Source: an optimization exercise on an open RTL-to-GDS flow (aim: small area and a short achievable clock period). Production flows keep margins and buffers that such runs may drop.
Only simulation tests tie the RTL to the original design; equivalence was not proved.
Power figures rest on the tool's default switching activity, not on a simulated workload.

Setup of 05-01:
Design MIPS, start of the top module:
module MIPS (
	input clk,     
	input rst,
	input [31:0] instr,
	input [31:0] read_mem_data,
	output [31:0] pc,
	output [31:0] data_mem_addr,
	output Mem_Write,
	output [31:0] write_mem_data
);
wire [5:0] op    = instr[31:26];
wire [4:0] rs    = instr[25:21];
wire [4:0] rt    = instr[20:16];
wire [4:0] rd    = instr[15:11];
wire [31:0] imm  = {{16{instr[15]}}, instr[15:0]};
wire is_r    = (op == 6'b000000);
wire is_addi = (op == 6'b001000);
wire is_lw   = (op == 6'b100011);
wire is_sw   = (op == 6'b101011);
wire is_beq  = (op == 6'b000100);
wire is_j    = (op == 6'b000010);
wire [31:0] RD1, RD2;
wire        we    = is_r | is_addi | is_lw;
wire [4:0]  waddr = is_r ? rd : rt;
wire [31:0] wdata;
register_file regs (
	.clk(clk), .rst(rst), .WE3(we), .A1(rs), .A2(rt), .A3(waddr),
	.RD1(RD1), .RD2(RD2), .WD3(wdata)
);
wire [31:0] addr_sum = RD1 + imm;
wire [31:0] alu_out;
wire        eq;
ALU alu (.A(RD1), .B(RD2), .funct(instr[5:0]), .op_beq(is_beq), .C(alu_out), .eq(eq));
assign wdata = is_lw ? read_mem_data : (is_r ? alu_out : addr_sum);
assign data_mem_addr  = addr_sum;
assign write_mem_data = RD2;
assign Mem_Write      = is_sw;
reg  [29:0] pcw;
wire [29:0] pc4w   = pcw + 30'd1;
wire [30:0] br_sum = {pcw, 1'b1} + {imm[29:0], 1'b1};
wire [29:0] brw    = br_sum[30:1];
wire [29:0] pc_next = is_j ? {pc4w[29:26], instr[25:0]} :
                      (is_beq & eq) ? brw : pc4w;
always @(posedge clk or posedge rst)
	if (rst) pcw <= 30'd0;
	else     pcw <= pc_next;
assign pc = {pcw, 2'b00};
endmodule
==> flow/config.mk <==
export PLATFORM = sky130hd
export DESIGN_NAME = MIPS
export DESIGN_NICKNAME = MIPS
export VERILOG_FILES = /design/flow/design.v
export SDC_FILE = /design/flow/constraint.sdc
export NUM_CORES = 4
export LEC_CHECK = 0
export CAP_MARGIN = 20
export CORE_MARGIN = 2
export CORE_UTILIZATION = 50
export CTS_BUF_LIST = sky130_fd_sc_hd__clkbuf_8
export PLACE_DENSITY = 0.6
export SETUP_SLACK_MARGIN = 3.6
export SLEW_MARGIN = 20
export TNS_END_PERCENT = 5
==> flow/constraint.sdc <==
create_clock -name core_clock -period 12.5 [get_ports {clk}]
set_input_delay 2.5000 -clock core_clock [delete_from_list [all_inputs] [get_ports {clk}]]
set_output_delay 2.5000 -clock core_clock [all_outputs]
set_load 0.01 [all_outputs]
standard.sh (not shown) runs the stock make flow with config.mk's settings and CLKGATE_MAP_FILE= SYNTH_SCRIPT=/design/flow/synth_recipe.tcl, a recipe that flattens the netlist after the stock synthesis.
==> flow/flow/run.sh <==
#!/bin/bash
set -euo pipefail
here=$(pwd)
rm -rf "$here/scripts_abc"
cp -r "$FLOW_HOME/scripts" "$here/scripts_abc"
cp "$here/flow/abc_speed.script" "$here/scripts_abc/abc_speed.script"
bash standard.sh SCRIPTS_DIR="$here/scripts_abc" synth > "$here/synth_make.log" 2>&1
bash standard.sh "BUFFER_PORTS_ARGS=-buffer_cell sky130_fd_sc_hd__buf_2" finish > "$here/layout_make.log" 2>&1
==> flow/flow/abc_speed.script <==
strash
map -D 3500
topo
stime -c
buffer -c
upsize -c
dnsize -c
strash
&get -n
&nf -p -C 32
&put
upsize -c
dnsize -c
Every stage of the flow completed for 05-01, and the final layout passed the timing, DRC and antenna checks.
Input-level comparison between 06-24 and 05-01:
--- a/flow/config.mk
+++ b/flow/config.mk
@@ -10,3 +10,5 @@
-export CORE_UTILIZATION = 50
-export CTS_BUF_LIST = sky130_fd_sc_hd__clkbuf_8
-export PLACE_DENSITY = 0.6
+export CORE_UTILIZATION = 60
+export CTS_BUF_LIST = sky130_fd_sc_hd__clkbuf_16
+export CTS_CLUSTER_DIAMETER = 80
+export CTS_CLUSTER_SIZE = 24
+export PLACE_DENSITY = 0.7
==> run notes <==
- Compared with 05-01, in 06-24 post-route core utilization saw an increase, average wire per standard cell saw a decrease, synthesis-to-layout area growth saw a decrease, depth of the CTS H-tree saw a decrease.
- Clock buffer count: 06-24 and 05-01 compared, higher one is 05-01
- Against 05-01, total internal power in 06-24 came out better.


Starting RTL as in the previous note.
clock: 12.5 ns
lec_check: 0
cap_margin: 30
core_margin: 2
core_utilization: 60
cts_buf_list: sky130_fd_sc_hd__clkbuf_16
cts_cluster_diameter: 80
cts_cluster_size: 24
place_density: 0.7
setup_slack_margin: 3.6
slew_margin: 30
tns_end_percent: 5
Scripts as last shown in full above: flow/flow/run.sh, flow/flow/abc_speed.script
The starting point ran to the end with no violations.
Next try:
==> flow/config.mk (replaced) <==
export PLATFORM = sky130hd
export DESIGN_NAME = MIPS
export DESIGN_NICKNAME = MIPS
export VERILOG_FILES = /design/flow/design.v
export SDC_FILE = /design/flow/constraint.sdc
export NUM_CORES = 4
export LEC_CHECK = 0
export CAP_MARGIN = 20
export CORE_MARGIN = 2
export CORE_UTILIZATION = 60
export CTS_BUF_LIST = sky130_fd_sc_hd__clkbuf_8
export PLACE_DENSITY = 0.7
export SETUP_SLACK_MARGIN = 3.6
export SLEW_MARGIN = 20
export TNS_END_PERCENT = 5
Effect:
- routed wire length came out higher by about 0.6%
- setup slack degrades by 0.0042 ns
- final cell count climbs by about 3.6%
- power rose by 11%
- worst hold slack improves by 0.0065 ns
- global-route usage rose by 0.64 points
- synthesized cell count does not change
- maximum frequency is about the same
- combinational power is about the same
- design area rises by about 2%
- die area stays the same

[port drivers added, routing unchanged]
The flow's constraints put no driver on any port. The routed layouts listed below were extracted and timed again, unchanged, in two steps.
Step 1, drivers: a clkbuf_16 drives clk and a buf_2 each remaining input, both assumed.
Step 2 moves the port delays by t, midway between the first and last clock arrival at a register: inputs arrive t later, outputs are due t later. That takes back most of the time a late clock gives input paths.
Slacks: no drivers / after step 1 / after step 2; pairs: no drivers / after step 1.
| run | shift t [ns] | setup slack, ns | hold slack, ns | worst register clock-pin slew, ns | pins driven straight from the clock port |
|---|---|---|---|---|---|
| 05-01 | 0.932 | 3.318 / 3.193 / 2.796 | 0.523 / 0.523 / 0.523 | 0.07 / 0.07 | 1 |
| 06-24 | 0.748 | 3.542 / 3.459 / 2.992 | 0.505 / 0.505 / 0.505 | 0.10 / 0.10 | 1 |
| the first run of note 2 | 0.737 | 3.504 / 3.480 / 2.905 | 0.510 / 0.510 / 0.510 | 0.10 / 0.10 | 1 |
| the second run of note 2 | 0.905 | 3.500 / 3.481 / 2.643 | 0.516 / 0.516 / 0.516 | 0.07 / 0.07 | 1 |
After both steps every run listed still meets setup and hold. For the second run of note 2, which loses most, drivers alone change the setup slack by -0.019 ns; drivers and shift together by -0.857 ns.
